This is an optimization exercise on Yosys and OpenROAD, whose aim is small area and a short achievable clock period, not a production implementation.
At most, simulation tests tie the RTL to the original design; equivalence was not proved.
No functional check of the RTL was part of run 2.
Power and IR drop assume default switching activity.

--- flow/design.v ---
module output_fifo (clk, reset, data_in, wr_en, capacity, AXIS_TDATA, AXIS_TVALID, AXIS_TREADY);
	parameter OUTW=32, DEPTH=64;
	localparam LOGDEPTH=$clog2(DEPTH);
	input clk, reset, wr_en, AXIS_TREADY;
	input [OUTW-1:0] data_in;
	output logic [OUTW-1:0] AXIS_TDATA;
	output logic AXIS_TVALID;
	output logic [($clog2(DEPTH+1))-1:0] capacity;
	logic clearhead, incrhead, cleartail, clearcap, incrcap, decrcap;
	logic incrtail;
	logic [LOGDEPTH-1:0] counthead;
	logic [LOGDEPTH-1:0] counttail, addr;
	logic rd_en;
	memory_dual_port #(OUTW, DEPTH) memdual(data_in, AXIS_TDATA, counthead, addr, clk, wr_en);
	head #(DEPTH) counterhead (clk, clearhead, incrhead, counthead);
	tail #(DEPTH) countertail (clk, cleartail, incrtail, counttail);
	capacity #(DEPTH) countercapacity (clk, clearcap, incrcap, decrcap, capacity);
	parameter START = 0, OPERATION = 1;
	logic state, nextState;
	always_ff @(posedge clk) begin
		if (reset == 1)
			state <= START;
		else
			state <= nextState;
	end
	always_comb begin
		if (state == START)
			nextState = OPERATION;
		else if (state == OPERATION)
			nextState = OPERATION;
		else 
			nextState = START;
	end
	always_comb begin
		if (rd_en)
			if (counttail==DEPTH-1)
				addr = 0;
			else 
				addr = counttail+1;
		else 
			addr = counttail;
	end
	assign AXIS_TVALID = ((state==OPERATION) && (capacity<DEPTH));
	assign rd_en = (AXIS_TREADY==1 && AXIS_TVALID==1);
	assign clearhead = (state==START);
	assign cleartail = (state==START);
	assign clearcap = (state==START);
	assign incrhead = (state==OPERATION && wr_en==1);
	assign incrtail = (state==OPERATION && rd_en==1);
	assign incrcap = (state==OPERATION && rd_en==1 && wr_en==0);
	assign decrcap = (state==OPERATION && wr_en==1 && rd_en==0);
endmodule 
module memory_dual_port #(
 parameter WIDTH=16, SIZE=64,
 localparam LOGSIZE=$clog2(SIZE)
 )(
 input [WIDTH-1:0] data_in,
 output logic [WIDTH-1:0] data_out,
 input [LOGSIZE-1:0] write_addr, read_addr,
 input clk, wr_en
 );
 logic [SIZE-1:0][WIDTH-1:0] mem;
 always_ff @(posedge clk) begin
 data_out <= mem[read_addr];
 if (wr_en) begin
 mem[write_addr] <= data_in;
 if (read_addr == write_addr)
 data_out <= data_in;
 end
 end
endmodule
module head(clk, clearhead, incrhead, counthead);
	parameter H = 8;
	localparam LOGSIZE = $clog2(H);
	input clk, clearhead, incrhead;
	output logic [LOGSIZE-1:0] counthead;
	always_ff @(posedge clk) begin
		if (clearhead == 1)
			counthead<=0;
		else if (incrhead==1) begin
			if (counthead==H-1)
				counthead<=0;
			else
				counthead<=counthead+1;
		end
	end
endmodule
module tail(clk, cleartail, incrtail, counttail);
	parameter T =8;
	localparam LOGSIZE = $clog2(T);
	input clk, cleartail, incrtail;
	output logic [LOGSIZE-1:0] counttail;
	always_ff @(posedge clk) begin
		if (cleartail == 1)
			counttail<=0;
		else if (incrtail==1) begin
			if (counttail==T-1)
				counttail<=0;
			else
				counttail<=counttail+1;
		end
	end
endmodule	
module capacity(clk, clearcap, incrcap, decrcap, countcap);
	parameter C =8;
	localparam LOGSIZE = $clog2(C);
	input clk, clearcap, incrcap, decrcap;
	output logic [($clog2(C+1))-1:0] countcap;
	always_ff @(posedge clk) begin
		if (clearcap == 1)
			countcap<=C;
		else if (incrcap==1)
			countcap<=countcap+1;
		else if (decrcap==1)
			countcap<=countcap-1;
	end
endmodule	
--- flow/run.sh ---
#!/bin/bash
# synth_recipe.tcl (not shown) runs the flow's synth.tcl, then flattens the netlist and writes it again
# the make line also repeats each setting of config.mk as NAME=value (left out here)
make -C /OpenROAD-flow-scripts/flow DESIGN_CONFIG=/design/flow/config.mk WORK_HOME=/design/flow/orfs CLKGATE_MAP_FILE= SYNTH_SCRIPT=/design/flow/synth_recipe.tcl finish
--- flow/config.mk ---
export PLATFORM = sky130hd
export DESIGN_NAME = output_fifo
export DESIGN_NICKNAME = output_fifo
export VERILOG_FILES = /design/flow/design.v
export SDC_FILE = /design/flow/constraint.sdc
export NUM_CORES = 4
export LEC_CHECK = 0
export CAP_MARGIN = 20
export CORE_MARGIN = 2
export CORE_UTILIZATION = 40
export SLEW_MARGIN = 20
--- flow/constraint.sdc ---
create_clock -name core_clock -period 5.5 [get_ports {clk}]
set_input_delay 1.1000 -clock core_clock [delete_from_list [all_inputs] [get_ports {clk}]]
set_output_delay 1.1000 -clock core_clock [all_outputs]
set_load 0.01 [all_outputs]
==> impl_metrics.json, run 1 <==
{
  "run_status": "finished clean",
  "fin_area_mm2": 0.125,
  "yosys.area_share.simple": 0.0814,
  "netlist_instances": 8967,
  "final_util": 0.449,
  "place_area_mm2": 0.118,
  "cts_max_path_buffers": 3,
  "yosys-top-cells-count": "2157 x mux2_2, 2048 x edfxtp_1, 1482 x nand2_1, 445 x clkbuf_1, 355 x mux2i_1",
  "crit_path_start": "countertail.counttail[0]",
  "setup_violations": 0,
  "path_clk_slew_ns": 0.06,
  "die_x_um": 534,
  "viasPerCell": 6.03,
  "antenna_left": 0,
  "drv_cap": 0,
  "first_iter_violations": 9175,
  "startpoint_type": "register",
  "finClkSkew_ns": 0.0594,
  "yosysSeqAreaShare": 0.557,
  "synthFlopType": "edfxtp_1",
  "slew_violations": 0,
  "synth_top_family_by_area": "multiplexers",
  "htree_levels": 4,
  "io_pins": 76,
  "io_buffers": 75,
  "fin_ws_ns": 0.355,
  "p_leak_nw": 44.5,
  "yosysWarnings": 5,
  "post-place-ws_ns": -0.266,
  "gp_congestion": 0.845,
  "fmax_mhz": 194,
  "syn_area_per_cell_um2": 12.5,
  "grt_pass1_wl_um": 513000,
  "numCtsBuffers": 229,
  "synth_edf_count": 2048,
  "syn-num-nets": 9013,
  "rrSetupSlack_ns": 0.35,
  "initial_core_util": 0.402,
  "synth.area.top_cells": "edfxtp_1 55%, mux2_2 22%, nand2_1 5.0%",
  "relSlewSlack": 0.194,
  "async_flop_share": 0,
  "n_fill_cell": 25042,
  "cts_tree": "done",
  "cts_setup_buffers": 0,
  "overflow": 0,
  "synthAdderAreaFrac": 0.00118,
  "fin_crit_sh": 0.935,
  "design.core.area_mm2": 0.279,
  "firstDrtPassIters": 6,
  "grt_start_max_net_pins": 197,
  "synth-xor-area-share": 0.00214,
  "whs_path_depth": 2,
  "min_path_type": "register to register",
  "wl_um": 351000,
  "netlist_area_mm2": 0.112,
  "ys_types": 74,
  "place_inst": 12226,
  "synth_mux_area_frac": 0.260,
  "cp-end-kind": "register",
  "instances_no_fill": 12664,
  "cts_sinks": 2100,
  "grt_util_all_layers": 0.239,
  "nNetsFinal": 8779,
  "antenna_found_initial": 16,
  "root_buffer": "clkbuf_16",
  "yosysTopAreaCellShare": 0.548,
  "grt_setup_unrepaired": "no",
  "synthMostInstantiatedCell": "mux2_2",
  "worstSetupPathType": "register to register",
  "drive_above_1_share": 0.333,
  "die_h_um": 534,
  "rr_worst_depth": 10,
  "synth_top_cell_by_area": "edfxtp_1",
  "ctsHoldBuffers": 0,
  "crit_required_ns": 6.28,
  "first_global_vias": 74228,
  "finalCriticalPeriod_ns": 5.15,
  "worstSkewPairLatency_ns": 0.90,
  "wl_per_cell_um": 27.7,
  "power-per-cell-area_mw_per_mm2": 325,
  "die_area_mm2": 0.285,
  "vdd.ir_drop.worst_mv": 0.303,
  "crit_arrival_ns": 5.92,
  "synth-compound-area-share": 0.0646,
  "row_count": 194,
  "dp_hpwl_um": 211000,
  "cp_max_fo": 48,
  "drcViolationCount": 0,
  "area_growth_pct": 11.7,
  "hold_start": "countercapacity.countcap[5]",
  "ys_ff_latch": 2100,
  "hold_viol_final": 0,
  "ctsResizeCount": 0,
  "num_vias": 76383,
  "r2r_start": "countertail.counttail[0]",
  "worst_slew_pin_slew_ns": 1.21
}
cell usage in the layout (no fill, tap or decap), types with 63 or more instances in the layout:
cell type,count
mux2_2,2157
a31oi_1,284
a21oi_1,255
nor3_1,66
o22ai_1,68
edfxtp_1,2048
buf_4,269
o21ai_0,189
nor2_1,163
clkbuf_16,232
mux2_1,91
nand3_1,217
and3_1,63
nand2_1,1475
o21ai_1,63
mux2i_1,355
per-stage QoR:
step	TNS [ns]	hold WS, ns	total power [W]
floorplan	0	0.544	0.0228
global placement	-0.162	0.537	0.0251
detailed placement	-0.275	0.537	0.0253
CTS	0	0.550	0.0410
global route	0	0.584	0.0421
finish	0	0.550	0.0408
where the power goes:
part	internal [W]	switching [W]
combinational	0.00225	0.00334
sequential	0.0187	0.000658
clock	0.00910	0.00673
critical path: stages (launching register included):
cell and delay (ns):
dfxtp_4 0.75, ha_1 0.41, and3_4 0.27, a21o_4 0.31, buf_4 0.62, mux2_2 0.40
o21ai_0 0.15, a21boi_0 0.12, nor4_1 0.97, a31oi_1 0.50, a2111o_1 0.41
flip-flops by register name, indices dropped and copies added, names as in the netlist:
name / flops
memdual.mem: 2048
memdual.data_out: 32
countercapacity.countcap: 7
counterhead.counthead: 6
countertail.counttail: 6
state: 1
layout make-up:
type,count,area [um^2],area share
diodes,4,10.0,0.0000799
clock buffers,304,6180,0.0493
multi-input cells,5985,46600,0.372
well taps,3724,4660,0.0372
repair buffers,406,3870,0.0309
clock inverters,130,1430,0.0114
inverters,11,41.3,0.000329
flip-flops and latches,2100,62500,0.499
layer usage:
layer / share of wire / track usage / routed length [um] / up-vias
met3: 0.069 / 0.0331 / 24300 / 561
met5: 0.00072 / 0 / 253 / -
met2: 0.47 / 0.384 / 164000 / 3061
li1: - / - / - / 33206
met4: 0.035 / 0.0836 / 12400 / 2
met1: 0.43 / 0.329 / 150000 / 39553
final timing paths:
| kind | to |
|---|---|
| max | memdual.data_out[19] |
| min | countercapacity.countcap[5] |
| max reg2reg | memdual.data_out[19] |
| min reg2reg | countercapacity.countcap[5] |
cell families after synthesis:
logic type | after synthesis
mux | 2615
simple gates | 2184
flops | 2100
compound gates | 1151
buf+inv | 882
xor+xnor | 25
fa+ha+maj | 10
==> run 2: changes to the inputs <==
==> flow/design.v (replaced) <==
module output_fifo (clk, reset, data_in, wr_en, capacity, AXIS_TDATA, AXIS_TVALID, AXIS_TREADY);
	parameter OUTW=32, DEPTH=64;
	localparam LOGDEPTH=$clog2(DEPTH);
	input clk, reset, wr_en, AXIS_TREADY;
	input [OUTW-1:0] data_in;
	output logic [OUTW-1:0] AXIS_TDATA;
	output logic AXIS_TVALID;
	output logic [($clog2(DEPTH+1))-1:0] capacity;
	logic [OUTW-1:0] sh [0:DEPTH-2];
	logic [LOGDEPTH-1:0] ridx;    
	logic ge2;                    
	wire pop = AXIS_TVALID & AXIS_TREADY;
	wire inc = wr_en & ~pop;
	wire dec = pop & ~wr_en;
	always_ff @(posedge clk)
		if (wr_en) begin
			sh[0] <= data_in;
			for (int i = 1; i < DEPTH-1; i++)
				sh[i] <= sh[i-1];
		end
	always_ff @(posedge clk)
		if (pop | ~AXIS_TVALID)
			AXIS_TDATA <= ge2 ? sh[ridx] : data_in;
	always_ff @(posedge clk) begin
		if (reset) begin
			capacity <= DEPTH;
			AXIS_TVALID <= 1'b0;
			ridx <= DEPTH-2;
			ge2 <= 1'b0;
		end else if (inc) begin
			capacity <= capacity - 1'b1;
			AXIS_TVALID <= 1'b1;
			ridx <= ridx + 1'b1;
			ge2 <= AXIS_TVALID;
		end else if (dec) begin
			capacity <= capacity + 1'b1;
			AXIS_TVALID <= ge2;
			ridx <= ridx - 1'b1;
			ge2 <= ge2 & (ridx != 0);
		end
	end
endmodule
==> impl_metrics.json, run 2 <==
{
  "first_global_vias": 43632,
  "overflow": 0,
  "yosysSeqAreaShare": 0.822,
  "num_vias": 46765,
  "p_leak_nw": 28.6,
  "worst_slew_pin_slew_ns": 1.22,
  "slew_violations": 0,
  "cts_max_path_buffers": 3,
  "largest_register_ffs": 2016,
  "antenna_found_initial": 13,
  "wl_um": 268000,
  "worstSetupPathType": "register to register",
  "viasPerCell": 6.80,
  "mostFrequentLayoutCell": "edfxtp_1",
  "p_int_w": 0.0265,
  "wl_per_cell_um": 39.0,
  "synthFlopType": "edfxtp_1",
  "cts_sinks": 2063,
  "power.total_w": 0.0345,
  "regArea_mm2": 0.0618,
  "startpoint_type": "register",
  "grt_pass1_wl_um": 360000,
  "top_regs": "sh (2016), AXIS_TDATA (32), capacity (7)",
  "place_area_mm2": 0.0800,
  "drv_cap": 0,
  "area_growth_pct": 14.9,
  "ctsHoldBuffers": 0,
  "hold_viol_final": 0,
  "critical-path-top-delay-family": "simple AND/OR/NAND/NOR gates",
  "async_flop_share": 0,
  "setup_violations": 0,
  "switchingPower_w": 0.00798,
  "syn_area_per_cell_um2": 18.6,
  "multi_input_area_mm2": 0.0128,
  "io_buffers": 75,
  "crit_buf_inv": 1,
  "grt_start_max_net_pins": 200,
  "drcViolationCount": 0,
  "netlist_area_mm2": 0.0752,
  "critPathMaxStageDelay_ns": 0.82,
  "power.clock.fraction": 0.401,
  "path_clk_slew_ns": 0.07,
  "numCtsBuffers": 195,
  "ys_types": 65,
  "dp_hpwl_um": 155000,
  "crit_required_ns": 6.07,
  "row_count": 159,
  "antenna_left": 0,
  "vdd.ir_drop.worst_mv": 0.283,
  "yosysWarnings": 2,
  "swShare": 0.231,
  "synth_top_cell_by_area": "edfxtp_1",
  "drive_above_1_share": 0.119,
  "cp_max_fo": 31,
  "netlist_instances": 4041,
  "first_iter_violations": 10078,
  "crit_chain": "nand2_1, buf_4, nor2_4, nor4_1, nand4_1, or3_4, a2bb2oi_1, o21ai_0",
  "cts_tree": "done",
  "ctsResizeCount": 0,
  "grt_util_all_layers": 0.272,
  "run_status": "finished clean",
  "ys_ff_latch": 2063,
  "relSlewSlack": 0.182,
  "fin_crit_sh": 0.829,
  "synthMostInstantiatedCell": "edfxtp_1",
  "nNetsFinal": 4267,
  "cp-end-kind": "register",
  "die_h_um": 438,
  "p_seq_frac": 0.551,
  "power-per-cell-area_mw_per_mm2": 399,
  "final_cell_mix": "2048 x edfxtp_1, 506 x a22oi_1, 210 x a22o_1, 197 x clkbuf_16, 195 x a221oi_1",
  "io_pins": 76,
  "grt_setup_unrepaired": "no",
  "die_x_um": 438,
  "initial_core_util": 0.401,
  "htree_levels": 4,
  "yosys-top-cells-count": "2048 x edfxtp_1, 506 x a22oi_1, 210 x a22o_1, 195 x a221oi_1, 125 x nand4_1",
  "design.core.area_mm2": 0.187,
  "fin_tns_setup_ns": 0,
  "n_fill_cell": 15699,
  "fin_area_mm2": 0.0864,
  "min_path_type": "register to register",
  "cpMaxStageDelayCell": "dfxtp_2",
  "regMostFlops": "sh",
  "finClkSkew_ns": 0.0429,
  "fmax_mhz": 219,
  "finalCriticalPeriod_ns": 4.56,
  "crit_arrival_ns": 5.13,
  "root_buffer": "clkbuf_16",
  "gp_congestion": 0.913,
  "worstSkewPairLatency_ns": 0.87,
  "synth_edf_count": 2048,
  "p_comb_frac": 0.047,
  "die_area_mm2": 0.192,
  "yosysTopAreaCellShare": 0.818,
  "cts_setup_buffers": 0,
  "syn-num-nets": 4089,
  "firstDrtPassIters": 8,
  "synth.area.top_cells": "edfxtp_1 82%, a22oi_1 5.0%, a22o_1 2.4%"
}
run 2: power by group through the flow:
stage	clock network (W)	registers (W)	logic (W)
after floorplan	0	0.0190	0.000643
after CTS	0.0139	0.0190	0.00160
after detailed placement	0	0.0193	0.00160
after global placement	0	0.0193	0.00159
final	0.0138	0.0190	0.00164
after global routing	0.0145	0.0191	0.00168
run 2: final timing paths:
kind,depth (start not counted),to,startpoint,slack (ns)
max,8,AXIS_TDATA[9],ridx[2],0.94
min,0,sh[4][10],sh[3][10],0.42
max reg2reg,8,AXIS_TDATA[9],ridx[2],0.94
min reg2reg,0,sh[4][10],sh[3][10],0.42
run 2: final cells by class:
type,count,area share
antenna,5,0.000145
clock buffer,225,0.0586
clock inverter,131,0.0160
inverter,11,0.000507
multi-input combinational,1727,0.148
sequential,2063,0.715
tap,2495,0.0361
timing repair buffer,221,0.0256
run 2: per-stage QoR:
step                      setup WS (ns)  hold WS, ns   util  instances
after floorplan                    2.41        0.417      -       4041
after global placement             1.21        0.422  0.426       6514
after detailed placement           1.14        0.424  0.427       6517
after CTS                          1.11        0.418  0.461       6873
after global routing               1.01        0.435  0.461       6873
final                             0.941        0.425  0.461       6878
run 2: kinds of logic (layout without fill, tap and decap cells):
group                      count (synthesis)  after routing  synth area share
DFF                                     2063           2063             0.822
and+or+nand+nor                          608            608            0.0432
AOI/OAI and AO/OA                       1075           1075             0.114
muxes                                     23             23           0.00314
adders and majority gates                 12             12           0.00210
buffers and inverters                    251            588            0.0150
xor gates and xnor gates                   9              9           0.00105
other                                      0              5                 0
run 2: routing by layer:
| metal | share of wire | vias up | track usage |
|---|---|---|---|
| met3 | 0.14 | 822 | 0.0764 |
| met5 | 0.00032 | - | 0 |
| met1 | 0.37 | 23962 | 0.373 |
| met4 | 0.051 | 12 | 0.122 |
| li1 | - | 17494 | - |
| met2 | 0.44 | 4475 | 0.404 |
==> run 3: changes to the inputs <==
--- a/flow/design.v
+++ b/flow/design.v
@@ -10,4 +10,5 @@
 	logic [LOGDEPTH-1:0] ridx;    
 	logic ge2;                    
+	logic [7:0] hi, lo;           
 	wire pop = AXIS_TVALID & AXIS_TREADY;
 	wire inc = wr_en & ~pop;
@@ -19,7 +20,30 @@
 				sh[i] <= sh[i-1];
 		end
-	always_ff @(posedge clk)
-		if (pop | ~AXIS_TVALID)
-			AXIS_TDATA <= ge2 ? sh[ridx] : data_in;
+	logic [OUTW-1:0] rd;
+	always_comb begin
+		rd = ge2 ? {OUTW{1'b0}} : data_in;
+		for (int k = 0; k < DEPTH-1; k++)
+			rd = rd | ({OUTW{hi[k/8] & lo[k%8]}} & sh[k]);
+	end
+	logic [OUTW-1:0] head_b;
+	wire load = pop | ~AXIS_TVALID;
+	wire [OUTW-1:0] head_n = load ? rd : ~head_b;
+	always_ff @(posedge clk) begin
+		head_b <= ~head_n;
+		AXIS_TDATA <= head_n;
+	end
+	logic [LOGDEPTH-1:0] ridx_n;
+	logic ge2_n;
+	always_comb begin
+		ridx_n = ridx;
+		ge2_n = ge2;
+		if (inc) begin
+			ridx_n = ridx + 1'b1;
+			ge2_n = AXIS_TVALID;
+		end else if (dec) begin
+			ridx_n = ridx - 1'b1;
+			ge2_n = ge2 & (ridx != 0);
+		end
+	end
 	always_ff @(posedge clk) begin
 		if (reset) begin
@@ -28,14 +52,18 @@
 			ridx <= DEPTH-2;
 			ge2 <= 1'b0;
-		end else if (inc) begin
-			capacity <= capacity - 1'b1;
-			AXIS_TVALID <= 1'b1;
-			ridx <= ridx + 1'b1;
-			ge2 <= AXIS_TVALID;
-		end else if (dec) begin
-			capacity <= capacity + 1'b1;
-			AXIS_TVALID <= ge2;
-			ridx <= ridx - 1'b1;
-			ge2 <= ge2 & (ridx != 0);
+			hi <= 8'd0;
+			lo <= 8'd0;
+		end else begin
+			if (inc) begin
+				capacity <= capacity - 1'b1;
+				AXIS_TVALID <= 1'b1;
+			end else if (dec) begin
+				capacity <= capacity + 1'b1;
+				AXIS_TVALID <= ge2;
+			end
+			ridx <= ridx_n;
+			ge2 <= ge2_n;
+			hi <= ge2_n ? (8'd1 << ridx_n[5:3]) : 8'd0;
+			lo <= 8'd1 << ridx_n[2:0];
 		end
 	end
--- a/flow/config.mk
+++ b/flow/config.mk
@@ -9,3 +9,6 @@
 export CORE_MARGIN = 2
 export CORE_UTILIZATION = 40
+export CTS_CLUSTER_DIAMETER = 100
+export CTS_CLUSTER_SIZE = 30
+export SETUP_SLACK_MARGIN = 3
 export SLEW_MARGIN = 20
==> impl_metrics.json, run 3 <==
{
  "overflow": 0,
  "synthFlopType": "edfxtp_1",
  "ctsHoldBuffers": 0,
  "rr_worst_depth": 6,
  "setup_violations": 0,
  "area_growth_pct": 9.44,
  "fmax_mhz": 399,
  "netlist_instances": 4505,
  "n_fill_cell": 16476,
  "p_comb_frac": 0.065,
  "antenna_left": 0,
  "worstSkewPairLatency_ns": 0.76,
  "async_flop_share": 0,
  "die_area_mm2": 0.198,
  "synthMostInstantiatedCell": "edfxtp_1",
  "run_status": "finished clean",
  "cp-end-kind": "register",
  "relSlewSlack": 0.278,
  "fin_crit_sh": 0.456,
  "cts_max_path_buffers": 3,
  "viasPerCell": 6.63,
  "ys_types": 68,
  "swShare": 0.238,
  "numCtsBuffers": 82,
  "yosys-top-cells-count": "2048 x edfxtp_1, 760 x a22oi_1, 307 x nand3_1, 187 x a21oi_1, 164 x o22ai_1",
  "regMostFlops": "sh",
  "cts_tree": "done",
  "met1_usage": 0.324,
  "largest_register_ffs": 2016,
  "vdd.ir_drop.worst_mv": 0.244,
  "whs_path_depth": 1,
  "power-per-cell-area_mw_per_mm2": 343,
  "final_cell_mix": "2048 x edfxtp_1, 758 x a22oi_1, 307 x nand3_1, 187 x a21oi_1, 164 x o22ai_1",
  "io_buffers": 75,
  "groute.layer.met3.usage": 0.0433,
  "worstSetupPathType": "register to register",
  "syn_area_per_cell_um2": 17.3,
  "cp_max_fo": 15,
  "design.core.area_mm2": 0.193,
  "drcViolationCount": 0,
  "power.clock.fraction": 0.272,
  "row_count": 161,
  "grt_setup_unrepaired": "yes",
  "wl_per_cell_um": 33.3,
  "antenna_found_initial": 11,
  "synth.area.top_cells": "edfxtp_1 79%, a22oi_1 7.3%, nand3_1 2.0%",
  "p_int_w": 0.0222,
  "worst_slew_pin_slew_ns": 1.08,
  "drv_cap": 0,
  "top_regs": "sh (2016), AXIS_TDATA (32)",
  "fin_tns_setup_ns": 0,
  "final_util": 0.442,
  "gp_congestion": 0.814,
  "synth_top_cell_by_area": "edfxtp_1",
  "drive_above_1_share": 0.0750,
  "p_leak_nw": 25.8,
  "yosysTopAreaCellShare": 0.791,
  "initial_core_util": 0.403,
  "die_x_um": 445,
  "netlist_area_mm2": 0.0778,
  "yosysSeqAreaShare": 0.807,
  "path_clk_slew_ns": 0.11,
  "htree_levels": 3,
  "grt_start_max_net_pins": 178,
  "globalRoute.busiestLayer": "met2",
  "finClkSkew_ns": 0.0612,
  "p_seq_frac": 0.663,
  "hold_viol_final": 0,
  "root_buffer": "clkbuf_16",
  "grt_util_all_layers": 0.221,
  "dp_hpwl_um": 112000,
  "first_global_vias": 43900,
  "slew_violations": 0,
  "min_path_type": "register to register",
  "mostFrequentLayoutCell": "edfxtp_1",
  "cts_sinks": 2111,
  "gr-usage-met2": 0.338,
  "finalCriticalPeriod_ns": 2.51,
  "grt_pass1_wl_um": 320000,
  "startpoint_type": "register",
  "io_pins": 76,
  "ys_ff_latch": 2111,
  "num_vias": 46731,
  "crit_required_ns": 6.13,
  "first_iter_violations": 9010,
  "nNetsFinal": 4506,
  "wl_um": 235000,
  "firstDrtPassIters": 7,
  "die_h_um": 445,
  "crit_arrival_ns": 3.14,
  "syn-num-nets": 4552,
  "yosysWarnings": 2,
  "switchingPower_w": 0.00695,
  "synth_edf_count": 2048
}
## run 3: layout make-up
cell class	count	area (um^2)	share of cell area
Sequential cell	2111	62900	0.739
Multi-Input combinational cell	2004	13500	0.158
Tap cell	2526	3160	0.0371
Timing Repair Buffer	205	2770	0.0326
Clock buffer	137	2320	0.0273
Inverter	55	338	0.00397
Clock inverter	10	156	0.00184
Antenna cell	2	5.00	0.0000588
## run 3: worst paths after layout
kind | start | slack [ns] | to
hold reg to reg | register | 0.42 | AXIS_TDATA[19]
setup / recovery | hi[7] | 2.99 | AXIS_TDATA[9]
hold / removal | register | 0.42 | AXIS_TDATA[19]
setup reg to reg | hi[7] | 2.99 | AXIS_TDATA[9]
## run 3: metrics by stage
stage / instances / worst slack (ns) / area [um^2] / hold slack, ns / power, W
CTS: 7023 / 2.98 / 84600 / 0.409 / 0.0292
global route: 7049 / 2.94 / 85100 / 0.436 / 0.0299
global placement: 6849 / 1.94 / 81300 / 0.407 / 0.0213
detailed placement: 6849 / 1.89 / 81300 / 0.411 / 0.0214
finish: 7050 / 2.99 / 85100 / 0.416 / 0.0292
floorplan: 4505 / 2.87 / 77800 / 0.404 / 0.0201
## run 3: timing repair
action	4_1_cts	5_1_grt
gates cloned	8	6
setup buffers	19	19
pin swaps	0	1
endpoints found under the setup margin	127	93
resized for setup	226	36
## run 3: cell families (layout without fill, tap and decap cells)
logic type | Yosys count | in the layout | share of synthesized area
flip-flops | 2111 | 2111 | 0.807
AO/OA/AOI/OAI | 1331 | 1331 | 0.123
AND/OR/NAND/NOR | 636 | 636 | 0.0443
buffers and inverters | 390 | 407 | 0.0207
multiplexers | 18 | 18 | 0.00232
adder cells (fa/ha/maj) | 11 | 11 | 0.00187
XOR/XNOR | 8 | 8 | 0.000901
other | 0 | 2 | 0
## run 3: critical path, stage by stage, from the launching register on
cell,delay (ns)
dfxtp_4,0.49
inv_4,0.42
buf_6,0.36
o22ai_1,0.16
nor4_1,0.37
nand2_1,0.12
o41a_1,0.42
## run 3: layer usage
| layer | wire length (um) | vias up |
|---|---|---|
| met2 | 105000 | 3438 |
| met5 | 74 | - |
| li1 | - | 18588 |
| met3 | 28400 | 358 |
| met4 | 6990 | 4 |
| met1 | 93600 | 24343 |
## run 3: power groups by stage
stage	Clock [W]	Combinational [W]	Sequential [W]
final	0.00796	0.00189	0.0194
after global routing	0.00852	0.00197	0.0194
after CTS	0.00805	0.00179	0.0193
after detailed placement	0	0.00167	0.0197
after global placement	0	0.00166	0.0197
after floorplan	0	0.000740	0.0194
==> run 4: changes to the inputs <==
--- a/flow/design.v
+++ b/flow/design.v
@@ -21,8 +21,15 @@
 		end
 	logic [OUTW-1:0] rd;
+	logic [OUTW-1:0] grp [0:7];
 	always_comb begin
+		for (int g = 0; g < 8; g++) begin
+			grp[g] = {OUTW{1'b0}};
+			for (int j = 0; j < 8; j++)
+				if (g*8+j < DEPTH-1)
+					grp[g] = grp[g] | ({OUTW{lo[j]}} & sh[g*8+j]);
+		end
 		rd = ge2 ? {OUTW{1'b0}} : data_in;
-		for (int k = 0; k < DEPTH-1; k++)
-			rd = rd | ({OUTW{hi[k/8] & lo[k%8]}} & sh[k]);
+		for (int g = 0; g < 8; g++)
+			rd = rd | ({OUTW{hi[g]}} & grp[g]);
 	end
 	logic [OUTW-1:0] head_b;
--- a/flow/config.mk
+++ b/flow/config.mk
@@ -8,5 +8,5 @@
 export CAP_MARGIN = 20
 export CORE_MARGIN = 2
-export CORE_UTILIZATION = 40
+export CORE_UTILIZATION = 55
 export CTS_CLUSTER_DIAMETER = 100
 export CTS_CLUSTER_SIZE = 30
==> impl_metrics.json, run 4 <==
{
  "run_status": "finished clean",
  "drv_cap": 0,
  "vdd.ir_drop.worst_mv": 0.259,
  "grt_util_all_layers": 0.255,
  "overflow": 0,
  "finClkSkew_ns": 0.0409,
  "crit_arrival_ns": 3.09,
  "io_buffers": 75,
  "first_global_vias": 38277,
  "yosys-top-cells-count": "2048 x edfxtp_1, 960 x a22oi_1, 184 x clkbuf_1, 160 x a41oi_1, 67 x nand4_1",
  "rrSetupSlack_ns": 3.00,
  "ys_ff_latch": 2111,
  "firstDrtPassIters": 6,
  "hold_end": "AXIS_TDATA[31]",
  "ys_types": 47,
  "cts_sinks": 2111,
  "root_buffer": "clkbuf_16",
  "relSlewSlack": 0.237,
  "synth_top_cell_by_area": "edfxtp_1",
  "gr-usage-met2": 0.372,
  "cp-end-kind": "register",
  "power-per-cell-area_mw_per_mm2": 357,
  "finalCriticalPeriod_ns": 2.50,
  "whs_path_depth": 1,
  "slew_violations": 0,
  "row_count": 135,
  "drcViolationCount": 0,
  "grt_setup_unrepaired": "yes",
  "rr_worst_depth": 6,
  "rr_endpoint": "AXIS_TDATA[16]",
  "cts_tree": "done",
  "synth_edf_count": 2048,
  "globalRoute.busiestLayer": "met1",
  "netlist_area_mm2": 0.0754,
  "fin_crit_sh": 0.455,
  "numCtsBuffers": 80,
  "yosysTopAreaCellShare": 0.816,
  "critical-path-top-delay-family": "compound AO/OA/AOI/OAI gates",
  "top_regs": "sh (2016), AXIS_TDATA (32)",
  "cts_max_path_buffers": 3,
  "io_pins": 76,
  "crit_required_ns": 6.09,
  "num_vias": 40422,
  "min_path_type": "register to register",
  "wl_um": 184000,
  "final_cell_mix": "2048 x edfxtp_1, 960 x a22oi_1, 160 x a41oi_1, 86 x clkbuf_16, 67 x nand4_1",
  "netlist_instances": 3921,
  "drive_above_1_share": 0.0691,
  "antenna_left": 0,
  "gp_congestion": 0.759,
  "worstSkewPairLatency_ns": 0.74,
  "die_x_um": 374,
  "ctsHoldBuffers": 0,
  "fin_tns_setup_ns": 0,
  "syn_area_per_cell_um2": 19.2,
  "mostFrequentLayoutCell": "edfxtp_1",
  "dp_hpwl_um": 88900,
  "crit_chain": "buf_12, a22oi_1, nand4_1, a222oi_1, and3_4, mux2i_1",
  "htree_levels": 3,
  "yosysSeqAreaShare": 0.833,
  "die_area_mm2": 0.140,
  "viasPerCell": 7.02,
  "design.core.area_mm2": 0.136,
  "antenna_found_initial": 20,
  "startpoint_type": "register",
  "initial_core_util": 0.555,
  "nNetsFinal": 3968,
  "regMostFlops": "sh",
  "path_clk_slew_ns": 0.11,
  "hold_viol_final": 0,
  "area_growth_pct": 7.97,
  "setup_violations": 0,
  "worst_slew_pin_slew_ns": 1.14,
  "critPathMaxStageDelay_ns": 0.56,
  "syn-num-nets": 3968,
  "cpMaxStageDelayCell": "dfxtp_4",
  "p_leak_nw": 25.2,
  "fmax_mhz": 400,
  "met1_usage": 0.409,
  "r2r_start": "lo[1]",
  "worstSetupPathType": "register to register",
  "cp_max_fo": 58,
  "grt_pass1_wl_um": 264000,
  "crit_buf_inv": 1,
  "fin_ws_ns": 3.00,
  "async_flop_share": 0,
  "wl_per_cell_um": 32.0,
  "post-place-ws_ns": 2.09,
  "yosysWarnings": 3,
  "first_iter_violations": 6464,
  "die_h_um": 374,
  "synthMostInstantiatedCell": "edfxtp_1",
  "groute.layer.met3.usage": 0.0444,
  "synthFlopType": "edfxtp_1",
  "largest_register_ffs": 2016,
  "synth.area.top_cells": "edfxtp_1 82%, a22oi_1 9.6%, a41oi_1 1.9%",
  "grt_start_max_net_pins": 191
}
## run 4: logic make-up after synthesis
group	share of synthesized area
multiplexers	0.00438
AND/OR/NAND/NOR	0.0176
adder cells (fa/ha/maj)	0.00193
buffers and inverters	0.0147
XOR/XNOR	0.00115
flip-flops	0.833
AO/OA/AOI/OAI	0.127
## run 4: worst register-to-register path, cell delays in order, from the launching register on
cell and delay [ns]:
dfxtp_4 0.56, buf_12 0.30, a22oi_1 0.39, nand4_1 0.21, a222oi_1 0.52, and3_4 0.31
mux2i_1 0.09
## run 4: how the worst max path moves through the flow
stage / start / to / slack (ns) / cells past startpoint
final: lo[1] / AXIS_TDATA[16] / 3.00 / 6
after global routing: lo[1] / AXIS_TDATA[2] / 2.97 / 6
after CTS: AXIS_TDATA[9] / AXIS_TDATA[9] / 2.87 / 1
after detailed placement: AXIS_TREADY / capacity[6] / 2.09 / 9
after global placement: AXIS_TREADY / hi[0] / 2.08 / 9
after floorplan: AXIS_TREADY / capacity[6] / 2.90 / 10
## run 4: stage by stage
step | area (um^2) | total power, W | hold slack [ns] | std cells | utilization
finish | 81400 | 0.0290 | 0.424 | 5761 | 0.599
global route | 81400 | 0.0300 | 0.433 | 5760 | 0.599
detailed placement | 78200 | 0.0216 | 0.409 | 5586 | 0.576
CTS | 81100 | 0.0292 | 0.418 | 5745 | 0.597
floorplan | 75400 | 0.0204 | 0.404 | 3921 | -
global placement | 78200 | 0.0216 | 0.406 | 5586 | 0.576
## run 4: cell type report
cell class | count | area [um^2]
timing repair buffer | 175 | 2240
antenna | 2 | 5.00
multi-input combinational | 1534 | 11600
clock inverter | 5 | 76.3
clock buffer | 134 | 2270
inverter | 19 | 95.1
fill | 9869 | 54400
tap | 1781 | 2230
sequential | 2111 | 62900
## run 4: power by group
part	switching [W]	internal (W)
Clock	0.00465	0.00294
Combinational	0.00145	0.000684
Sequential	0.000601	0.0187
Total	0.00670	0.0223
## run 4: what timing repair did
action / 4_1_cts / 5_1_grt
cloned: 7 / 2
gates resized for setup: 147 / 27
pin swaps: 0 / 3
buffers inserted: 13 / 12
endpoints found under the setup margin: 125 / 53
## run 4: metal layers
layer | vias up | routed length [um]
li1 | 16767 | -
met5 | - | 13
met1 | 21422 | 82100
met2 | 2051 | 82000
met3 | 180 | 17000
met4 | 2 | 3010
==> run 5: changes to the inputs <==
--- a/flow/config.mk
+++ b/flow/config.mk
@@ -8,7 +8,7 @@
 export CAP_MARGIN = 20
 export CORE_MARGIN = 2
-export CORE_UTILIZATION = 55
-export CTS_CLUSTER_DIAMETER = 100
-export CTS_CLUSTER_SIZE = 30
+export CORE_UTILIZATION = 65
+export CTS_CLUSTER_DIAMETER = 90
+export CTS_CLUSTER_SIZE = 24
 export SETUP_SLACK_MARGIN = 3
 export SLEW_MARGIN = 20
==> impl_metrics.json, run 5 <==
{
  "run_status": "finished clean",
  "largest_register_ffs": 2016,
  "crit_required_ns": 5.95,
  "async_flop_share": 0,
  "synth_edf_count": 2048,
  "crit_arrival_ns": 2.95,
  "numCtsBuffers": 97,
  "rrSetupSlack_ns": 3.00,
  "grt_start_max_net_pins": 204,
  "worstSkewPairLatency_ns": 0.72,
  "io_buffers": 75,
  "htree_levels": 3,
  "synth_top_cell_by_area": "edfxtp_1",
  "ctsHoldBuffers": 0,
  "min_path_type": "register to register",
  "whs_path_depth": 1,
  "swShare": 0.228,
  "first_iter_violations": 6750,
  "cp_max_fo": 33,
  "syn-num-nets": 3968,
  "die_area_mm2": 0.119,
  "switchingPower_w": 0.00676,
  "ys_ff_latch": 2111,
  "fin_crit_sh": 0.455,
  "nNetsFinal": 3970,
  "startpoint_type": "register",
  "cp-end-kind": "register",
  "setup_violations": 0,
  "finalCriticalPeriod_ns": 2.50,
  "finClkSkew_ns": 0.0259,
  "p_int_w": 0.0229,
  "fin_ws_ns": 3.00,
  "io_pins": 76,
  "viasPerCell": 7.52,
  "drv_cap": 0,
  "r2r_start": "lo[5]",
  "place_inst": 5308,
  "row_count": 124,
  "netlist_instances": 3921,
  "p_seq_frac": 0.654,
  "wl_um": 183000,
  "final_util": 0.709,
  "fin_tns_setup_ns": 0,
  "vdd.ir_drop.worst_mv": 0.326,
  "cts_max_path_buffers": 3,
  "power-per-cell-area_mw_per_mm2": 364,
  "worstSetupPathType": "register to register",
  "syn_area_per_cell_um2": 19.2,
  "drive_above_1_share": 0.0689,
  "synthFlopType": "edfxtp_1",
  "synth.area.top_cells": "edfxtp_1 82%, a22oi_1 9.6%, a41oi_1 1.9%",
  "netlist_area_mm2": 0.0754,
  "cts_sinks": 2111,
  "final_cell_mix": "2048 x edfxtp_1, 960 x a22oi_1, 160 x a41oi_1, 105 x clkbuf_16, 67 x nand4_1",
  "p_leak_nw": 25.3,
  "die_x_um": 345,
  "power.clock.fraction": 0.275,
  "post-place-ws_ns": 2.07,
  "root_buffer": "clkbuf_16",
  "die_h_um": 345,
  "path_clk_slew_ns": 0.09,
  "regMostFlops": "sh",
  "mostFrequentLayoutCell": "edfxtp_1",
  "relSlewSlack": 0.226,
  "rr_worst_depth": 5,
  "yosysTopAreaCellShare": 0.816,
  "grt_setup_unrepaired": "yes",
  "place_area_mm2": 0.0777,
  "synthMostInstantiatedCell": "edfxtp_1",
  "slew_violations": 0,
  "wl_per_cell_um": 33.2,
  "area_growth_pct": 7.82,
  "first_global_vias": 40386,
  "overflow": 0,
  "yosys-top-cells-count": "2048 x edfxtp_1, 960 x a22oi_1, 184 x clkbuf_1, 160 x a41oi_1, 67 x nand4_1",
  "worst_slew_pin_slew_ns": 1.16,
  "fin_area_mm2": 0.0813,
  "ys_types": 47,
  "grt_pass1_wl_um": 263000,
  "firstDrtPassIters": 8,
  "yosysWarnings": 3,
  "dp_hpwl_um": 90500,
  "fmax_mhz": 400,
  "instances_no_fill": 5507,
  "gp_congestion": 0.822,
  "cts_tree": "done",
  "num_vias": 41415,
  "grt_util_all_layers": 0.300,
  "antenna_found_initial": 7,
  "hold_end": "AXIS_TDATA[27]",
  "p_comb_frac": 0.070,
  "design.core.area_mm2": 0.115,
  "top_regs": "sh (2016), AXIS_TDATA (32)",
  "initial_core_util": 0.657,
  "hold_viol_final": 0,
  "antenna_left": 0,
  "drcViolationCount": 0,
  "yosysSeqAreaShare": 0.833
}
## run 5: cell counts after synthesis
Identical to the previous run, type by type.
## run 5: kinds of logic (layout without fill, tap and decap cells)
logic type / count (synthesis) / count (layout) / share of synthesized area
xor+xnor: 9 / 9 / 0.00115
flops: 2111 / 2111 / 0.833
buf+inv: 277 / 348 / 0.0147
mux: 33 / 33 / 0.00438
fa+ha+maj: 11 / 11 / 0.00193
simple gates: 234 / 234 / 0.0176
compound gates: 1246 / 1246 / 0.127
other cells: 0 / 3 / 0
## run 5: area by class of cell
| class | count | area [um^2] |
|---|---|---|
| multi-input combinational | 1533 | 11600 |
| inverter | 19 | 76.3 |
| tap | 1512 | 1890 |
| antenna | 3 | 7.51 |
| sequential | 2111 | 62800 |
| clock inverter | 2 | 17.5 |
| fill | 6810 | 33400 |
| timing repair buffer | 161 | 2060 |
| clock buffer | 166 | 2770 |
## run 5: worst max path at each step
stage	from	to	slack, ns	depth (start not counted)
after floorplan	AXIS_TREADY	capacity[6]	2.90	10
final	lo[5]	register	3.00	5
after global placement	AXIS_TREADY	capacity[6]	2.13	9
after global routing	lo[5]	register	2.92	5
after CTS	lo[0]	AXIS_TDATA[14]	2.92	6
after detailed placement	AXIS_TREADY	hi[6]	2.07	9
## run 5: worst max-delay path: stages, from the launching register on
cell and delay [ns]:
dfxtp_4 0.72, buf_4 0.56, a22oi_1 0.14, a41oi_1 0.40
nor4_4 0.13, and3_2 0.26
## run 5: power groups by stage
stage,Combinational (W),Clock (W),Sequential [W]
CTS,0.00204,0.00830,0.0194
detailed placement,0.00192,0,0.0197
global placement,0.00186,0,0.0197
floorplan,0.00105,0,0.0194
global route,0.00223,0.00880,0.0195
finish,0.00209,0.00815,0.0194
## run 5: repair_timing
action / in CTS / in global routing
buffers inserted: 10 / 10
setup endpoints to repair: 138 / 71
hold endpoints to repair: 0 / 0
resized for setup: 157 / 23
pin swaps: 0 / 2
gates cloned: 4 / 4
## run 5: metal layers
metal / vias to the layer above / GRT usage / wire (um)
met5: - / 0 / 25
met4: 4 / 0.0848 / 4900
met3: 289 / 0.0559 / 20600
met2: 2917 / 0.449 / 84400
met1: 21431 / 0.462 / 73000
li1: 16774 / - / -
## run 5: metrics by stage
stage          hold WS, ns  power, W
2_1_floorplan        0.404    0.0204
3_3_place_gp         0.408    0.0215
3_5_place_dp         0.412    0.0216
4_1_cts              0.421    0.0297
5_1_grt              0.441    0.0305
6_report             0.415    0.0296
==> run 6: changes to the inputs <==
--- a/flow/config.mk
+++ b/flow/config.mk
@@ -11,4 +11,5 @@
 export CTS_CLUSTER_DIAMETER = 90
 export CTS_CLUSTER_SIZE = 24
-export SETUP_SLACK_MARGIN = 3
+export SETUP_SLACK_MARGIN = 3.2
 export SLEW_MARGIN = 20
+export TNS_END_PERCENT = 5
==> impl_metrics.json, run 6 <==
{
  "antenna_found_initial": 10,
  "instances_no_fill": 5522,
  "dp_hpwl_um": 92800,
  "n_fill_cell": 6782,
  "htree_levels": 3,
  "yosysWarnings": 3,
  "fmax_mhz": 419,
  "synth.area.top_cells": "edfxtp_1 82%, a22oi_1 9.6%, a41oi_1 1.9%",
  "path_clk_slew_ns": 0.09,
  "synth_edf_count": 2048,
  "run_status": "finished clean",
  "io_buffers": 75,
  "syn_area_per_cell_um2": 19.2,
  "setup_violations": 0,
  "finalCriticalPeriod_ns": 2.39,
  "final_cell_mix": "2048 x edfxtp_1, 960 x a22oi_1, 160 x a41oi_1, 105 x clkbuf_16, 67 x nand4_1",
  "cpMaxStageDelayCell": "dfxtp_2",
  "vdd.ir_drop.worst_mv": 0.312,
  "cts_sinks": 2111,
  "slew_violations": 0,
  "fin_crit_sh": 0.434,
  "fin_tns_setup_ns": 0,
  "drive_above_1_share": 0.0813,
  "grt_setup_unrepaired": "yes",
  "crit_buf_inv": 1,
  "grt_pass1_wl_um": 267000,
  "mostFrequentLayoutCell": "edfxtp_1",
  "drcViolationCount": 0,
  "numCtsBuffers": 97,
  "largest_register_ffs": 2016,
  "antenna_left": 0,
  "drv_cap": 0,
  "grt_start_max_net_pins": 219,
  "cts_tree": "done",
  "first_global_vias": 40383,
  "yosysTopAreaCellShare": 0.816,
  "root_buffer": "clkbuf_16",
  "critical-path-top-delay-family": "flip-flops",
  "finClkSkew_ns": 0.0184,
  "synthMostInstantiatedCell": "edfxtp_1",
  "firstDrtPassIters": 6,
  "power-per-cell-area_mw_per_mm2": 364,
  "worstSkewPairLatency_ns": 0.72,
  "synth_top_cell_by_area": "edfxtp_1",
  "post-place-ws_ns": 2.01,
  "gp_congestion": 0.822,
  "crit_arrival_ns": 1.29,
  "overflow": 0,
  "regMostFlops": "sh",
  "crit_chain": "clkdlybuf4s15_2",
  "design.core.area_mm2": 0.115,
  "area_growth_pct": 8.14,
  "startpoint_type": "register",
  "die_x_um": 345,
  "grt_util_all_layers": 0.306,
  "yosysSeqAreaShare": 0.833,
  "io_pins": 76,
  "async_flop_share": 0,
  "p_leak_nw": 25.5,
  "syn-num-nets": 3968,
  "worst_slew_pin_slew_ns": 1.10,
  "yosys-top-cells-count": "2048 x edfxtp_1, 960 x a22oi_1, 184 x clkbuf_1, 160 x a41oi_1, 67 x nand4_1",
  "place_inst": 5322,
  "fin_ws_ns": 3.11,
  "ctsHoldBuffers": 0,
  "crit_required_ns": 4.40,
  "top_regs": "sh (2016), AXIS_TDATA (32)",
  "first_iter_violations": 6531,
  "ys_types": 47,
  "min_path_type": "register to register",
  "initial_core_util": 0.657,
  "die_area_mm2": 0.119,
  "viasPerCell": 7.52,
  "cp_max_fo": 3,
  "die_h_um": 345,
  "wl_um": 184000,
  "netlist_instances": 3921,
  "netlist_area_mm2": 0.0754,
  "relSlewSlack": 0.269,
  "critPathMaxStageDelay_ns": 0.35,
  "synthFlopType": "edfxtp_1",
  "cp-end-kind": "output pin",
  "ys_ff_latch": 2111,
  "wl_per_cell_um": 33.4,
  "worstSetupPathType": "register to output pin",
  "num_vias": 41543,
  "row_count": 124,
  "nNetsFinal": 3995,
  "cts_max_path_buffers": 3,
  "hold_viol_final": 0
}
[run 6: cells by family (layout without fill, tap and decap cells)]
logic type      Yosys count  after routing  synth area share
flops                  2111           2111             0.833
compound gates         1246           1246             0.127
buf+inv                 277            365            0.0147
simple gates            234            234            0.0176
mux                      33             33           0.00438
fa+ha+maj                11             11           0.00193
xor+xnor                  9              9           0.00115
other cells               0              1                 0
[run 6: final cells by class]
cell class | count | area (um^2) | area share
Inverter | 19 | 86.3 | 0.00106
Timing Repair Buffer | 186 | 2270 | 0.0278
Sequential cell | 2111 | 62900 | 0.771
Multi-Input combinational cell | 1533 | 11600 | 0.142
Tap cell | 1512 | 1890 | 0.0232
Clock buffer | 159 | 2790 | 0.0342
Antenna cell | 1 | 2.50 | 0.0000307
Clock inverter | 1 | 8.76 | 0.000107
[run 6: stage by stage]
step	util	total power, W	cell area [um^2]	hold WS [ns]
after floorplan	-	0.0204	75400	0.404
after CTS	0.709	0.0298	81300	0.416
final	0.711	0.0297	81500	0.413
after global placement	0.679	0.0215	77900	0.414
after global routing	0.711	0.0306	81500	0.422
after detailed placement	0.679	0.0217	77900	0.409
[run 6: where the power goes]
part	internal, W	switching [W]
clock	0.00349	0.00470
combinational	0.000701	0.00143
sequential	0.0187	0.000643
[run 6: final timing paths]
kind                                 endpoint  slack (ns)         from  cells after the start
worst max-delay path              capacity[6]        3.11  capacity[6]                      1
worst min register to register  AXIS_TDATA[4]        0.41     register                      1
worst max register to register       register        3.13        lo[6]                      5
worst min-delay path            AXIS_TDATA[4]        0.41     register                      1
[run 6: what timing repair did]
action                                  in CTS  in global routing
buffers inserted                            21                 11
pin swaps                                    0                  0
endpoints found under the setup margin    1013                782
hold endpoints to repair                     0                  0
cloned                                       4                  2
gates resized for setup                    262                 13
[run 6: routing by layer]
layer | share of wire | GRT usage | vias up
li1 | - | - | 16812
met1 | 0.40 | 0.460 | 21528
met2 | 0.46 | 0.466 | 2876
met3 | 0.11 | 0.0584 | 321
met4 | 0.028 | 0.0899 | 6
met5 | 0.00022 | 0 | -
==> run 7: changes to the inputs <==
--- a/flow/design.v
+++ b/flow/design.v
@@ -33,11 +33,9 @@
 			rd = rd | ({OUTW{hi[g]}} & grp[g]);
 	end
-	logic [OUTW-1:0] head_b;
-	wire load = pop | ~AXIS_TVALID;
-	wire [OUTW-1:0] head_n = load ? rd : ~head_b;
-	always_ff @(posedge clk) begin
-		head_b <= ~head_n;
-		AXIS_TDATA <= head_n;
-	end
+	always_ff @(posedge clk)
+		if (reset)
+			AXIS_TDATA <= '0;
+		else if (pop | ~AXIS_TVALID)
+			AXIS_TDATA <= rd;
 	logic [LOGDEPTH-1:0] ridx_n;
 	logic ge2_n;
==> impl_metrics.json, run 7 <==
{
  "relSlewSlack": 0.238,
  "min_path_type": "register to register",
  "syn-num-nets": 4065,
  "ys_ff_latch": 2079,
  "area_growth_pct": 8.32,
  "grt_start_max_net_pins": 213,
  "critical-path-top-delay-family": "flip-flops",
  "first_global_vias": 40840,
  "io_pins": 76,
  "finClkSkew_ns": 0.0261,
  "num_vias": 41908,
  "yosys-top-cells-count": "2016 x edfxtp_1, 1024 x a22oi_1, 227 x nand4_1, 210 x clkbuf_1, 71 x a21oi_1",
  "cp_max_fo": 2,
  "cts_sinks": 2079,
  "grt_util_all_layers": 0.311,
  "instances_no_fill": 5619,
  "syn_area_per_cell_um2": 18.6,
  "critPathMaxStageDelay_ns": 0.39,
  "grt_pass1_wl_um": 270000,
  "r2r_start": "AXIS_TVALID",
  "largest_register_ffs": 2016,
  "top_regs": "sh (2016), AXIS_TDATA (32)",
  "crit_path_start": "AXIS_TDATA[8]",
  "worstSkewPairLatency_ns": 0.72,
  "worstSetupPathType": "register to output pin",
  "async_flop_share": 0,
  "setup_violations": 0,
  "yosysWarnings": 3,
  "power-per-cell-area_mw_per_mm2": 367,
  "nNetsFinal": 4074,
  "drcViolationCount": 0,
  "rrSetupSlack_ns": 3.19,
  "io_buffers": 75,
  "crit_chain": "clkdlybuf4s15_2",
  "hold_end": "sh[16][1]",
  "cts_tree": "done",
  "initial_core_util": 0.654,
  "netlist_instances": 4018,
  "first_iter_violations": 7047,
  "fin_crit_sh": 0.443,
  "yosysTopAreaCellShare": 0.812,
  "mostFrequentLayoutCell": "edfxtp_1",
  "yosysSeqAreaShare": 0.829,
  "synth_top_cell_by_area": "edfxtp_1",
  "root_buffer": "clkbuf_16",
  "die_h_um": 343,
  "fmax_mhz": 410,
  "fin_tns_setup_ns": 0,
  "synthFlopType": "edfxtp_1",
  "cts_max_path_buffers": 3,
  "grt_setup_unrepaired": "yes",
  "antenna_left": 0,
  "crit_arrival_ns": 1.34,
  "drv_cap": 0,
  "crit_buf_inv": 1,
  "synth_edf_count": 2016,
  "finalCriticalPeriod_ns": 2.44,
  "final_cell_mix": "2016 x edfxtp_1, 1024 x a22oi_1, 227 x nand4_1, 103 x clkbuf_16, 75 x clkbuf_1",
  "netlist_area_mm2": 0.0745,
  "run_status": "finished clean",
  "antenna_found_initial": 7,
  "htree_levels": 3,
  "p_leak_nw": 25.8,
  "row_count": 124,
  "place_inst": 5390,
  "slew_violations": 0,
  "rr_worst_depth": 9,
  "final_util": 0.708,
  "wl_per_cell_um": 33.3,
  "cpMaxStageDelayCell": "dfxtp_4",
  "synth.area.top_cells": "edfxtp_1 81%, a22oi_1 10%, nand4_1 1.9%",
  "whs_path_depth": 0,
  "cp-end-kind": "output pin",
  "path_clk_slew_ns": 0.10,
  "firstDrtPassIters": 8,
  "gp_congestion": 0.781,
  "diodes": 0,
  "rr_endpoint": "capacity[6]",
  "dp_hpwl_um": 86700,
  "die_area_mm2": 0.117,
  "numCtsBuffers": 96,
  "ys_types": 45,
  "crit_cells": 1,
  "regMostFlops": "sh",
  "hold_start": "sh[15][1]",
  "vdd.ir_drop.worst_mv": 0.295,
  "wl_um": 187000,
  "die_x_um": 343,
  "worst_slew_pin_slew_ns": 1.14,
  "design.core.area_mm2": 0.114,
  "hold_viol_final": 0,
  "synthMostInstantiatedCell": "edfxtp_1",
  "crit_required_ns": 4.40,
  "viasPerCell": 7.46,
  "overflow": 0,
  "startpoint_type": "register",
  "drive_above_1_share": 0.0765
}
## run 7: cell types whose count changed in the layout (fill, tap and decap cells not counted), moves of 28 or more
| cell | before | now |
|---|---|---|
| a41oi_1 | 160 | 0 |
| nand4_1 | 67 | 227 |
| a22oi_1 | 960 | 1024 |
| o21ai_0 | 5 | 69 |
| edfxtp_1 | 2048 | 2016 |
| mux2i_1 | 33 | 1 |
| a21oi_1 | 39 | 70 |
| inv_1 | 11 | 41 |
| nor4_1 | 29 | 1 |
## run 7: timing repair
action | 4_1_cts | 5_1_grt
resized for setup | 275 | 11
hold buffers | 0 | 0
pin swaps | 1 | 1
setup endpoints to repair | 609 | 199
endpoints found under the hold margin | 0 | 0
gates cloned | 8 | 4
setup buffers | 19 | 20
## run 7: cells by family after synthesis
logic type,count (synthesis),share of synthesized area
xor gates and xnor gates,9,0.00116
DFF,2079,0.829
and+or+nand+nor,365,0.0288
muxes,1,0.000134
buffers and inverters,308,0.0161
adders and majority gates,11,0.00195
AOI/OAI and AO/OA,1245,0.123
## run 7: through the flow
step	power (W)	hold WS (ns)	setup slack (ns)	instance area (um^2)
2_1_floorplan	0.0203	0.426	2.90	74600
3_3_place_gp	0.0214	0.428	1.72	76900
3_5_place_dp	0.0215	0.433	1.73	76900
4_1_cts	0.0296	0.441	3.04	80400
5_1_grt	0.0305	0.455	3.04	80700
6_report	0.0296	0.446	3.06	80700
## run 7: area by class of cell
| class | instances | area, um^2 |
|---|---|---|
| Timing Repair Buffer | 174 | 2300 |
| Multi-Input combinational cell | 1633 | 11600 |
| Sequential cell | 2079 | 62000 |
| Fill cell | 6954 | 33300 |
| Tap cell | 1512 | 1890 |
| Clock inverter | 4 | 37.5 |
| Clock buffer | 174 | 2760 |
| Inverter | 43 | 171 |
## run 7: where the power goes
part	switching (W)	total, W	leakage, nW	internal [W]
logic	0.00161	0.00242	4.17	0.000809
clock network	0.00469	0.00812	1.33	0.00343
registers	0.000649	0.0191	20.3	0.0184
total	0.00694	0.0296	25.8	0.0227
## run 7: worst max path at each step
stage / to / slack, ns
global placement: AXIS_TDATA[4] / 1.72
detailed placement: AXIS_TDATA[5] / 1.73
CTS: AXIS_TDATA[23] / 3.04
finish: AXIS_TDATA[8] / 3.06
floorplan: capacity[6] / 2.90
global route: AXIS_TDATA[5] / 3.04
## run 7: per-layer routing
layer,routed length (um),track usage
met1,73500,0.453
met2,88100,0.488
met3,20500,0.0629
met4,5280,0.0870
met5,27,0
==> run 8: changes to the inputs <==
--- a/flow/config.mk
+++ b/flow/config.mk
@@ -11,4 +11,5 @@
 export CTS_CLUSTER_DIAMETER = 90
 export CTS_CLUSTER_SIZE = 24
+export PLACE_DENSITY = 0.8
 export SETUP_SLACK_MARGIN = 3.2
 export SLEW_MARGIN = 20
==> impl_metrics.json, run 8 <==
{
  "run_status": "finished clean",
  "path_common_cell": "o21a_1",
  "wl_per_cell_um": 30.8,
  "design.core.area_mm2": 0.114,
  "dp_hpwl_um": 85600,
  "top_regs": "sh (2016), AXIS_TDATA (32)",
  "setup_violations": 0,
  "cts_tree": "done",
  "grt_setup_unrepaired": "yes",
  "fin_crit_sh": 0.445,
  "instances_no_fill": 5592,
  "rr_endpoint": "AXIS_TDATA[26]",
  "root_buffer": "clkbuf_16",
  "cp-end-kind": "register",
  "rrSetupSlack_ns": 3.16,
  "drv_cap": 0,
  "die_x_um": 343,
  "row_count": 124,
  "yosysTopAreaCellShare": 0.812,
  "slew_violations": 0,
  "io_buffers": 75,
  "grt_start_max_net_pins": 183,
  "met3WireLength_um": 22800,
  "path_clk_slew_ns": 0.10,
  "first_global_vias": 39800,
  "finClkSkew_ns": 0.0319,
  "gp_congestion": 0.797,
  "antenna_left": 0,
  "final_util": 0.704,
  "worstSkewPairLatency_ns": 0.72,
  "ys_types": 45,
  "overflow": 0,
  "rr_worst_depth": 7,
  "swShare": 0.231,
  "async_flop_share": 0,
  "netlist_instances": 4018,
  "crit_chain": "clkdlybuf4s15_2, nand2_8, ha_4, ha_1, nor2b_1, o21a_1, o21a_1, o211ai_1, mux2i_1",
  "drcViolationCount": 0,
  "worstSetupPathType": "primary input to register",
  "num_vias": 41585,
  "p_comb_frac": 0.077,
  "die_area_mm2": 0.117,
  "final_cell_mix": "2016 x edfxtp_1, 1024 x a22oi_1, 227 x nand4_1, 99 x clkbuf_16, 71 x a21oi_1",
  "yosys-top-cells-count": "2016 x edfxtp_1, 1024 x a22oi_1, 227 x nand4_1, 210 x clkbuf_1, 71 x a21oi_1",
  "regMostFlops": "sh",
  "min_path_type": "register to register",
  "power-per-cell-area_mw_per_mm2": 366,
  "place_inst": 5403,
  "io_pins": 76,
  "critical-path-top-delay-family": "compound AO/OA/AOI/OAI gates",
  "startpoint_type": "primary input",
  "drt-met1-wl_um": 64400,
  "firstDrtPassIters": 6,
  "synthFlopType": "edfxtp_1",
  "synth_edf_count": 2016,
  "netlist_area_mm2": 0.0745,
  "nNetsFinal": 4058,
  "viasPerCell": 7.44,
  "vdd.ir_drop.worst_mv": 0.310,
  "syn-num-nets": 4065,
  "switchingPower_w": 0.00679,
  "fmax_mhz": 409,
  "worst_slew_pin_slew_ns": 1.10,
  "grt_pass1_wl_um": 250000,
  "ctsHoldBuffers": 0,
  "crit_path_start": "AXIS_TREADY",
  "cpMaxStageDelayCell": "clkdlybuf4s15_2",
  "finalCriticalPeriod_ns": 2.45,
  "die_h_um": 343,
  "n_fill_cell": 6593,
  "p_leak_nw": 25.6,
  "initial_core_util": 0.654,
  "first_iter_violations": 7473,
  "crit_cells": 9,
  "drive_above_1_share": 0.0721,
  "power.total_w": 0.0294,
  "endpoint": "capacity[6]",
  "hold_slack_ns": 0.433,
  "synth.area.top_cells": "edfxtp_1 81%, a22oi_1 10%, nand4_1 1.9%",
  "critPathMaxStageDelay_ns": 0.34,
  "synth_top_cell_by_area": "edfxtp_1",
  "numCtsBuffers": 96,
  "ys_ff_latch": 2079,
  "routed-wl-met2_um": 79900,
  "antenna_found_initial": 4,
  "cp_max_fo": 12,
  "syn_area_per_cell_um2": 18.6,
  "relSlewSlack": 0.267,
  "crit_required_ns": 6.15,
  "yosysSeqAreaShare": 0.829,
  "synthMostInstantiatedCell": "edfxtp_1",
  "hold_start": "sh[7][4]",
  "p_seq_frac": 0.648,
  "largest_register_ffs": 2016,
  "p_int_w": 0.0226,
  "power.clock.fraction": 0.275,
  "grt_util_all_layers": 0.284,
  "cts_max_path_buffers": 3,
  "htree_levels": 3,
  "mostFrequentLayoutCell": "edfxtp_1",
  "r2r_start": "lo[1]",
  "crit_arrival_ns": 3.09,
  "area_growth_pct": 7.64,
  "cts_sinks": 2079,
  "highest_layer": "met4",
  "crit_buf_inv": 1,
  "hold_viol_final": 0,
  "fin_tns_setup_ns": 0,
  "wl_um": 172000,
  "yosysWarnings": 3
}
-- run 8: cell count changes in the layout (fill, tap and decap cells not counted), sizes merged --
cell / previous run / this run
clkbuf: 178 / 162
buf: 121 / 116
bufbuf: 6 / 2
clkdlybuf4s15: 10 / 8
inv: 45 / 43
bufinv: 0 / 1
clkinvlp: 0 / 1
diode: 0 / 1
dlygate4sd2: 1 / 0
dlymetal6s2s: 0 / 1
nand2b: 7 / 6
-- run 8: area by class of cell --
cell class | count | area, um^2 | area share
clock inverter | 4 | 66.3 | 0.000826
inverter | 43 | 179 | 0.00223
tap | 1512 | 1890 | 0.0236
clock buffer | 162 | 2710 | 0.0338
timing repair buffer | 159 | 1850 | 0.0230
antenna | 1 | 2.50 | 0.0000312
multi-input combinational | 1632 | 11600 | 0.145
sequential | 2079 | 61900 | 0.772
-- run 8: logic make-up after synthesis --
family,Yosys count,synth area share
flops,2079,0.829
compound gates,1245,0.123
simple gates,365,0.0288
buf+inv,308,0.0161
fa+ha+maj,11,0.00195
xor+xnor,9,0.00116
mux,1,0.000134
-- run 8: repair_timing --
action                                  4_1_cts  5_1_grt
gates cloned                                  3        0
gates resized for setup                     257       16
buffers inserted                             12        7
pin swaps                                     1        0
endpoints found under the setup margin      238       85
-- run 8: power by group through the flow --
stage | registers (W) | clock network [W] | logic [W]
3_3_place_gp | 0.0193 | 0 | 0.00205
3_5_place_dp | 0.0194 | 0 | 0.00212
2_1_floorplan | 0.0191 | 0 | 0.00121
4_1_cts | 0.0190 | 0.00816 | 0.00220
5_1_grt | 0.0191 | 0.00861 | 0.00244
6_report | 0.0190 | 0.00808 | 0.00228
-- run 8: worst min path at each step --
stage | slack (ns) | to | cells past startpoint
2_1_floorplan | 0.43 | sh[59][12] | 0
3_3_place_gp | 0.43 | sh[53][6] | 0
3_5_place_dp | 0.43 | sh[1][23] | 0
4_1_cts | 0.43 | sh[21][4] | 0
5_1_grt | 0.45 | sh[19][4] | 0
6_report | 0.43 | sh[8][4] | 0
-- run 8: stage by stage --
stage | cell area, um^2 | setup slack, ns
global placement | 77000 | 2.01
CTS | 80100 | 3.08
floorplan | 74600 | 2.90
detailed placement | 77000 | 1.90
global route | 80200 | 3.04
finish | 80200 | 3.05
-- run 8: per-layer routing --
metal | global-route usage | up-vias
met2 | 0.435 | 3296
met4 | 0.0988 | 0
met1 | 0.410 | 20972
met3 | 0.0645 | 364
li1 | - | 16953
met5 | 0 | -

## afterwards: timing with drivers on the ports
How much do the figures lean on ideal ports? The routed layouts below were timed once more, with nothing changed but the port constraints.
Step 1: set_driving_cell puts a clkbuf_16 on clk and a buf_2 on each other input, an assumption about the parent block.
Step 2 times the ports against the registers' clock, not the clock port: input delays grow and output delays shrink by t, the midpoint of the rising clock arrivals with the driver on.
Three values: ideal, step 1, step 2; two values: the first two.
| run | t, ns | setup slack, ns | worst setup path after step 2 | worst slew at a driven data input, ns |
|---|---|---|---|---|
| run 1 | 0.969 | 0.355 / 0.355 / -0.346 | input to register | 0.21 |
| run 2 | 0.938 | 0.941 / 0.941 / 0.941 | register to register | 0.11 |
| run 3 | 0.811 | 2.994 / 2.971 / 2.196 | input to register | 0.20 |
| run 4 | 0.794 | 2.999 / 2.967 / 2.172 | input to register | 0.28 |
| run 5 | 0.779 | 2.998 / 2.969 / 2.203 | input to register | 0.25 |
| run 6 | 0.786 | 3.111 / 2.996 / 2.210 | input to register | 0.30 |
| run 7 | 0.793 | 3.061 / 2.954 / 2.161 | input to register | 0.23 |
| run 8 | 0.774 | 3.053 / 2.950 / 2.176 | input to register | 0.29 |
Met with ideal ports but missed after step 2: setup timing in run 1. For run 6, which loses most, drivers alone change the setup slack by -0.115 ns; drivers and shift together by -0.901 ns.
